Source: an optimization exercise on an open RTL-to-GDS flow (aim: small area). Production flows keep margins and buffers that such runs may drop. The RTL of this run was laid out without a check of its function.

**flow/standard.sh**
```bash
#!/bin/bash
# synth_recipe.tcl (not shown) runs the flow's synth.tcl, then flattens the netlist and writes it again
# the make line also repeats each setting of config.mk as NAME=value (left out here)
make -C /OpenROAD-flow-scripts/flow DESIGN_CONFIG=/design/flow/config.mk WORK_HOME=/design/flow/orfs CLKGATE_MAP_FILE= SYNTH_SCRIPT=/design/flow/synth_recipe.tcl "${@:-finish}"
```
**flow/flow/run.sh**
```bash
#!/bin/bash
# The standard layout (standard.sh) with two changes:
#  - synthesis leaves the adders to ABC (no full/half adder cells extracted first);
#  - the port buffers use the smallest buffer cell.
set -euo pipefail
export ADDER_MAP_FILE=
export BUFFER_PORTS_ARGS="-buffer_cell sky130_fd_sc_hd__buf_1"
bash standard.sh > standard_flow.log 2>&1
```
**flow/constraint.sdc**
```tcl
create_clock -name core_clock -period 8.0 [get_ports {clk}]
set_input_delay 1.6000 -clock core_clock [delete_from_list [all_inputs] [get_ports {clk}]]
set_output_delay 1.6000 -clock core_clock [all_outputs]
set_load 0.01 [all_outputs]
```
**flow/config.mk**
```make
export PLATFORM = sky130hd
export DESIGN_NAME = cordic_pipeline_top
export DESIGN_NICKNAME = cordic_pipeline_top
export VERILOG_FILES = /design/flow/design.v
export SDC_FILE = /design/flow/constraint.sdc
export NUM_CORES = 4
export LEC_CHECK = 0
export ABC_AREA = 1
export CAP_MARGIN = 20
export CORE_MARGIN = 2
export CORE_UTILIZATION = 55
export CTS_BUF_LIST = sky130_fd_sc_hd__clkbuf_8 sky130_fd_sc_hd__clkbuf_16
export CTS_CLUSTER_DIAMETER = 100
export CTS_CLUSTER_SIZE = 30
export SLEW_MARGIN = 20
```
**flow/design.v**
```verilog
module add16_rca(
    input [15:0] a,
    input [15:0] b,
    input ci,
    output [15:0] s
);
wire [16:0] c;
assign c[0] = ci;
genvar k;
generate for (k = 0; k < 16; k = k + 1) begin : g
    assign s[k] = a[k] ^ b[k] ^ c[k];
    assign c[k+1] = (a[k] & b[k]) | (a[k] & c[k]) | (b[k] & c[k]);
end endgenerate
endmodule
module cordic_pipeline_top(
    input clk,
    input rst_n,
    input en,
    input mode,
    input [15:0] xi,
    input [15:0] yi,
    input [15:0] zi,
    output [15:0] xo,
    output [15:0] yo,
    output [15:0] zo,
    output valid
);
reg [4:0] valid_r;
always @(posedge clk or negedge rst_n)
    if (!rst_n) valid_r <= 5'b0;
    else valid_r <= {valid_r[3:0], en};
assign valid = valid_r[4];
wire d0 = mode ? yi[15] : ~zi[15];
wire [15:0] x1, y1;
add16_rca ux0(.a(xi), .b(yi ^ {16{d0}}), .ci(d0), .s(x1));
add16_rca uy0(.a(yi), .b(xi ^ {16{~d0}}), .ci(~d0), .s(y1));
wire [15:0] z1;
add16_rca uz0(.a(zi), .b(16'h3244 ^ {16{d0}}), .ci(d0), .s(z1));
wire d1 = mode ? y1[15] : ~z1[15];
wire [15:0] x2, y2;
add16_rca ux1(.a(x1), .b({{1{y1[15]}}, y1[15:1]} ^ {16{d1}}), .ci(d1), .s(x2));
add16_rca uy1(.a(y1), .b({{1{x1[15]}}, x1[15:1]} ^ {16{~d1}}), .ci(~d1), .s(y2));
wire [15:0] z2;
add16_rca uz1(.a(z1), .b(16'h1DAC ^ {16{d1}}), .ci(d1), .s(z2));
reg [15:0] xr0, yr0, zr0;
reg mr0;
always @(posedge clk) begin
    xr0 <= x2;
    yr0 <= y2;
    zr0 <= z2;
    mr0 <= mode;
end
wire d2 = mr0 ? yr0[15] : ~zr0[15];
wire [15:0] x3, y3;
add16_rca ux2(.a(xr0), .b({{2{yr0[15]}}, yr0[15:2]} ^ {16{d2}}), .ci(d2), .s(x3));
add16_rca uy2(.a(yr0), .b({{2{xr0[15]}}, xr0[15:2]} ^ {16{~d2}}), .ci(~d2), .s(y3));
wire [15:0] z3;
add16_rca uz2(.a(zr0), .b(16'h0FAE ^ {16{d2}}), .ci(d2), .s(z3));
wire d3 = mr0 ? y3[15] : ~z3[15];
wire [15:0] x4, y4;
add16_rca ux3(.a(x3), .b({{3{y3[15]}}, y3[15:3]} ^ {16{d3}}), .ci(d3), .s(x4));
add16_rca uy3(.a(y3), .b({{3{x3[15]}}, x3[15:3]} ^ {16{~d3}}), .ci(~d3), .s(y4));
wire [15:0] z4;
add16_rca uz3(.a(z3), .b(16'h07F5 ^ {16{d3}}), .ci(d3), .s(z4));
wire d4 = mr0 ? y4[15] : ~z4[15];
wire [15:0] x5, y5;
add16_rca ux4(.a(x4), .b({{4{y4[15]}}, y4[15:4]} ^ {16{d4}}), .ci(d4), .s(x5));
add16_rca uy4(.a(y4), .b({{4{x4[15]}}, x4[15:4]} ^ {16{~d4}}), .ci(~d4), .s(y5));
wire [15:0] z5;
add16_rca uz4(.a(z4), .b(16'h03FF ^ {16{d4}}), .ci(d4), .s(z5));
reg [15:0] xr1, yr1, zr1;
reg mr1;
always @(posedge clk) begin
    xr1 <= x5;
    yr1 <= y5;
    zr1 <= z5;
    mr1 <= mr0;
end
wire zin5 = (zr1[15:10] == {6{1'b0}}) | (zr1[15:10] == {6{1'b1}});   
wire d5 = mr1 ? yr1[15] : ~zr1[15];
wire [15:0] x6, y6;
add16_rca ux5(.a(xr1), .b({{5{yr1[15]}}, yr1[15:5]} ^ {16{d5}}), .ci(d5), .s(x6));
add16_rca uy5(.a(yr1), .b({{5{xr1[15]}}, xr1[15:5]} ^ {16{~d5}}), .ci(~d5), .s(y6));
wire d6 = mr1 ? y6[15] : (zin5 ? zr1[9] : ~zr1[15]);
wire [15:0] x7, y7;
add16_rca ux6(.a(x6), .b({{6{y6[15]}}, y6[15:6]} ^ {16{d6}}), .ci(d6), .s(x7));
add16_rca uy6(.a(y6), .b({{6{x6[15]}}, x6[15:6]} ^ {16{~d6}}), .ci(~d6), .s(y7));
wire d7 = mr1 ? y7[15] : (zin5 ? zr1[8] : ~zr1[15]);
wire [15:0] x8, y8;
add16_rca ux7(.a(x7), .b({{7{y7[15]}}, y7[15:7]} ^ {16{d7}}), .ci(d7), .s(x8));
add16_rca uy7(.a(y7), .b({{7{x7[15]}}, x7[15:7]} ^ {16{~d7}}), .ci(~d7), .s(y8));
wire [15:0] zk2 = 16'd896 - ({13'b0, {d5, d6, d7}} << 8);
wire [15:0] zs2;
add16_rca uzs2(.a(zr1), .b(zk2), .ci(1'b0), .s(zs2));
reg [15:0] xr2, yr2, zr2;
reg mr2;
always @(posedge clk) begin
    xr2 <= x8;
    yr2 <= y8;
    zr2 <= zs2;
    mr2 <= mr1;
end
wire zin8 = (zr2[15:7] == {9{1'b0}}) | (zr2[15:7] == {9{1'b1}});   
wire d8 = mr2 ? yr2[15] : ~zr2[15];
wire [15:0] x9, y9;
add16_rca ux8(.a(xr2), .b({{8{yr2[15]}}, yr2[15:8]} ^ {16{d8}}), .ci(d8), .s(x9));
add16_rca uy8(.a(yr2), .b({{8{xr2[15]}}, xr2[15:8]} ^ {16{~d8}}), .ci(~d8), .s(y9));
wire d9 = mr2 ? y9[15] : (zin8 ? zr2[6] : ~zr2[15]);
wire [15:0] x10, y10;
add16_rca ux9(.a(x9), .b({{9{y9[15]}}, y9[15:9]} ^ {16{d9}}), .ci(d9), .s(x10));
add16_rca uy9(.a(y9), .b({{9{x9[15]}}, x9[15:9]} ^ {16{~d9}}), .ci(~d9), .s(y10));
wire d10 = mr2 ? y10[15] : (zin8 ? zr2[5] : ~zr2[15]);
wire [15:0] x11, y11;
add16_rca ux10(.a(x10), .b({{10{y10[15]}}, y10[15:10]} ^ {16{d10}}), .ci(d10), .s(x11));
add16_rca uy10(.a(y10), .b({{10{x10[15]}}, x10[15:10]} ^ {16{~d10}}), .ci(~d10), .s(y11));
wire [15:0] zk3 = 16'd112 - ({13'b0, {d8, d9, d10}} << 5);
wire [15:0] zs3;
add16_rca uzs3(.a(zr2), .b(zk3), .ci(1'b0), .s(zs3));
reg [15:0] xr3, yr3, zr3;
reg mr3;
always @(posedge clk) begin
    xr3 <= x11;
    yr3 <= y11;
    zr3 <= zs3;
    mr3 <= mr2;
end
wire zin11 = (zr3[15:4] == {12{1'b0}}) | (zr3[15:4] == {12{1'b1}});   
wire d11 = mr3 ? yr3[15] : ~zr3[15];
wire [15:0] x12, y12;
add16_rca ux11(.a(xr3), .b({{11{yr3[15]}}, yr3[15:11]} ^ {16{d11}}), .ci(d11), .s(x12));
add16_rca uy11(.a(yr3), .b({{11{xr3[15]}}, xr3[15:11]} ^ {16{~d11}}), .ci(~d11), .s(y12));
wire d12 = mr3 ? y12[15] : (zin11 ? zr3[3] : ~zr3[15]);
wire [15:0] x13, y13;
add16_rca ux12(.a(x12), .b({{12{y12[15]}}, y12[15:12]} ^ {16{d12}}), .ci(d12), .s(x13));
add16_rca uy12(.a(y12), .b({{12{x12[15]}}, x12[15:12]} ^ {16{~d12}}), .ci(~d12), .s(y13));
wire d13 = mr3 ? y13[15] : (zin11 ? zr3[2] : ~zr3[15]);
wire [15:0] x14, y14;
add16_rca ux13(.a(x13), .b({{13{y13[15]}}, y13[15:13]} ^ {16{d13}}), .ci(d13), .s(x14));
add16_rca uy13(.a(y13), .b({{13{x13[15]}}, x13[15:13]} ^ {16{~d13}}), .ci(~d13), .s(y14));
wire [15:0] zk4 = 16'd14 - ({13'b0, {d11, d12, d13}} << 2);
wire [15:0] zs4;
add16_rca uzs4(.a(zr3), .b(zk4), .ci(1'b0), .s(zs4));
reg [15:0] xr4, yr4, zr4;
reg mr4;
always @(posedge clk) begin
    xr4 <= x14;
    yr4 <= y14;
    zr4 <= zs4;
    mr4 <= mr3;
end
wire zin14 = (zr4[15:1] == {15{1'b0}}) | (zr4[15:1] == {15{1'b1}});   
wire d14 = mr4 ? yr4[15] : ~zr4[15];
wire [15:0] x15, y15;
add16_rca ux14(.a(xr4), .b({{14{yr4[15]}}, yr4[15:14]} ^ {16{d14}}), .ci(d14), .s(x15));
add16_rca uy14(.a(yr4), .b({{14{xr4[15]}}, xr4[15:14]} ^ {16{~d14}}), .ci(~d14), .s(y15));
wire [15:0] zk5 = 16'd1 - ({15'b0, d14} << 1);
wire [15:0] zs5;
add16_rca uzs5(.a(zr4), .b(zk5), .ci(1'b0), .s(zs5));
assign xo = x15;
assign yo = y15;
assign zo = zs5;
endmodule
```
==> impl_metrics.yaml <==
status:
  status: "no timing/DRC/antenna violations"
place:
  placed_cell_area_sq_um: 29300
  dp.final_hpwl_mm: 51.5
  dp_cells: 5190
  place_ws_ps: -263
  portBuffers: 100
  gp_congestion: 0.854
finish:
  fill_cells: 4939
  drive_gt1_frac: 0.253
  fin_nets: 4686
  n_antenna_cell: 0
  syn2layout_area_growth_pct: 14.3
  design_area_sq_um: 31700
  fin_util: 0.635
  instances_no_fill: 5314
routing:
  ant_nets: 0
  routed_wl_mm: 62.6
  first_iter_violations: 846
  route.vias.total: 24600
  viasPerCell: 4.63
  drcViolationCount: 0
  routedWlPerCell_um: 11.8
  drtPass1Iterations: 7
timing:
  setup_viol: 0
  worst_pin_slew_ps: 775
  drv_slew: 0
  finalClockSkew_ps: 25.5
  hold_violations: 0
  period_share: 0.968
  worst_slack_ps: 258
  fin_hold_ws_ps: 337
  rsz0062_at_grt: "true"
  tns_ps: 0
  timing.fmax_mhz: 129
  final.min_clock_period_ps: 7740
  relSlewSlack: 0.481
logic_synthesis:
  synth_compound_area_frac: 0.0229
  synth.distinct_cells: 52
  yosysSeqAreaShare: 0.181
  yosys_warnings: 1
  async_reset_ff_frac: 0.0200
  syn_avg_cell_area_sq_um: 6.36
  synth.cell_area_sq_um: 27700
  synth_top_area_share: 0.232
  synthSimpleGateAreaFrac: 0.447
  synth_area_leaders: "nand2_1 23%, dfxtp_1 18%, xor2_1 14%, xnor2_1 11%, nand2_2 7.1%"
  synth_top_family_by_area: "simple AND/OR/NAND/NOR gates"
  synthMuxAreaShare: 0.000722
  syn_nets: 4417
  ys_ff_latch: 250
  synth_ff_type: "dfxtp_1"
  synth_top_area_cell: "nand2_1"
  synth_cells: 4365
  synth_edf_count: 0
  synth_fa_ha_area_frac: 0.0174
  synth_xor_area_frac: 0.253
critical_path:
  end_kind: "output port"
  reg2reg_depth: 84
  path_class: "flip-flop to output port"
  cp_max_fo: 5
  crit_required_ps: 6400
  start_kind: "flip-flop"
  arrival_ps: 6140
cts:
  cts_buffer_depth: 3
  tritoncts: "done"
  root_buffer: "clkbuf_16"
  clk_latency_ps: 520
  cts-buffers-inserted: 14
  clkSlewWorstSetupHoldPaths_ps: 110
  hold_buffers: 0
  cts_max_level: 1
  clock_sinks: 250
floorplanning:
  die_w_um: 229
  initial_core_util: 0.555
  dieArea_sq_um: 52300
  io_pins: 101
  core_area_sq_um: 50000
  die_h_um: 229
  fp-row-count: 82
global_routing:
  grt_first_pass_wirelength_mm: 100
  grt_max_degree: 32
  antenna_found_initial: 0
  grt.total_usage: 0.228
  grt_pass1_vias: 21900
  overflow: 0
min_path:
  min_path_type: "flip-flop to flip-flop"
  min_path_cells: 0
run:
  max_cap_violations: 0
cells by family after synthesis:
logic type / Yosys count
muxes: 2
DFF: 250
AOI/OAI and AO/OA: 97
buffers and inverters: 476
adders and majority gates: 47
xor gates and xnor gates: 801
and+or+nand+nor: 2692
worst paths after layout:
check                           startpoint                   end  slack (ps)
hold / removal              zr1[5]$_DFF_P_        zr2[5]$_DFF_P_         340
setup / recovery           yr4[15]$_DFF_P_                zo[15]         260
hold reg to reg             zr1[5]$_DFF_P_        zr2[5]$_DFF_P_         340
max in group asynchronous            rst_n  valid_r[3]$_DFF_PN0_        6880
min in group asynchronous            rst_n  valid_r[0]$_DFF_PN0_         910
setup reg to reg               mr2$_DFF_P_       xr3[15]$_DFF_P_         660
registers in the layout (all words and copies together) (netlist names), 5 cells and up:
signal / count
zr0: 16
xr1: 16
yr0: 16
xr4: 16
zr2: 16
xr2: 16
zr4: 16
xr3: 16
yr3: 16
zr1: 16
valid_r: 5
yr1: 16
zr3: 16
xr0: 16
yr4: 16
yr2: 16
Yosys cell counts (2+ instances only):
cell type  number
a31oi_1         3
or2_2         278
o211ai_1        2
nand2_2       317
buf_6          31
maj3_2          9
buf_4           2
nand3_2        54
or2_4           7
clkbuf_8        7
buf_1           3
xor2_1        445
a21o_1          4
clkbuf_1       18
nand3b_1        4
dfrtp_1         5
maj3_1         38
nor2_1        125
a21oi_1        21
nor4_1          6
or2_1          29
xnor2_1       355
o21ai_2        11
nand3_1       132
mux2i_1         2
nand2_4        17
clkinv_1        2
dfxtp_1       245
o21ai_0        25
o21ai_1         9
a21oi_2        13
inv_1         398
inv_2           8
nand4_1         8
nand2_1      1712
buf_8           4
timing repair:
action / in CTS / in global routing
gates cloned: 0 / 8
resized for setup: 31 / 283
pin swaps: 0 / 84
buffers inserted: 0 / 92
setup endpoints to repair: 6 / 88
layout make-up:
type                            instances  area (sq um)  share of cell area
Multi-Input combinational cell       3646         21700               0.683
Sequential cell                       250          5060               0.159
Timing Repair Buffer                  312          2110              0.0665
Inverter                              410          1560              0.0492
Tap cell                              672           841              0.0265
Clock buffer                           15           375              0.0118
Clock inverter                          9           110             0.00347
worst max-delay path, stage by stage, from the launching register on:
cell,delay [ps]
dfxtp_2,340
inv_1,70
nand2_1,60
nand2_2,100
inv_4,60
nor2_2,100
o21ai_1,100
maj3_2,340
maj3_2,330
maj3_2,330
maj3_2,320
maj3_2,320
maj3_2,320
maj3_1,370
maj3_2,330
maj3_2,320
maj3_2,320
maj3_1,370
maj3_1,380
maj3_1,380
xor2_2,190
buf_2,160
layout by cell type (no fill, tap or decap), types with 12 or more instances in the layout:
cell type,count
nand2_4,29
a21oi_2,13
or2_1,27
nand2_1,1636
buf_4,195
nand3_1,97
xnor2_1,350
o21ai_2,16
clkbuf_16,16
o21ai_1,15
buf_1,96
a21oi_1,15
inv_1,396
dfxtp_1,232
nor2_1,117
nand2_2,376
or2_2,277
o21ai_0,13
maj3_2,39
nand2_8,12
nand3_2,79
xor2_2,19
xor2_1,427
metal layers:
layer	share of wire	global-route usage
met1	0.45	0.276
met2	0.51	0.434
met3	0.022	0.0186
met4	0.021	0.0523
met5	0	0

what the ideal ports hide:
The flow's constraints put no driver on any port. The routed layout listed below was extracted and timed again, unchanged, in two steps.
Step 1, drivers: a clkbuf_16 drives clk and a buf_2 each remaining input, both assumed.
Step 2, shift: input delay + t, output delay - t, t = (earliest + latest rising clock arrival at the registers) / 2. This alone moves slack from input paths to output paths.
a / b / c = no drivers / after step 1 / after step 2; a / b = the first two.
t, ns: 0.570
slack for setup (ns): 0.258 / 0.199 / -0.264
hold slack, ns: 0.337 / 0.337 / 0.337
worst setup path after step 2: input to register
worst register clock-pin slew, ns: 0.11 / 0.11
With both steps, setup timing fails in this run, where it was met with ideal ports. The setup slack of this run moves by -0.059 ns with the drivers and by -0.522 ns with both steps.
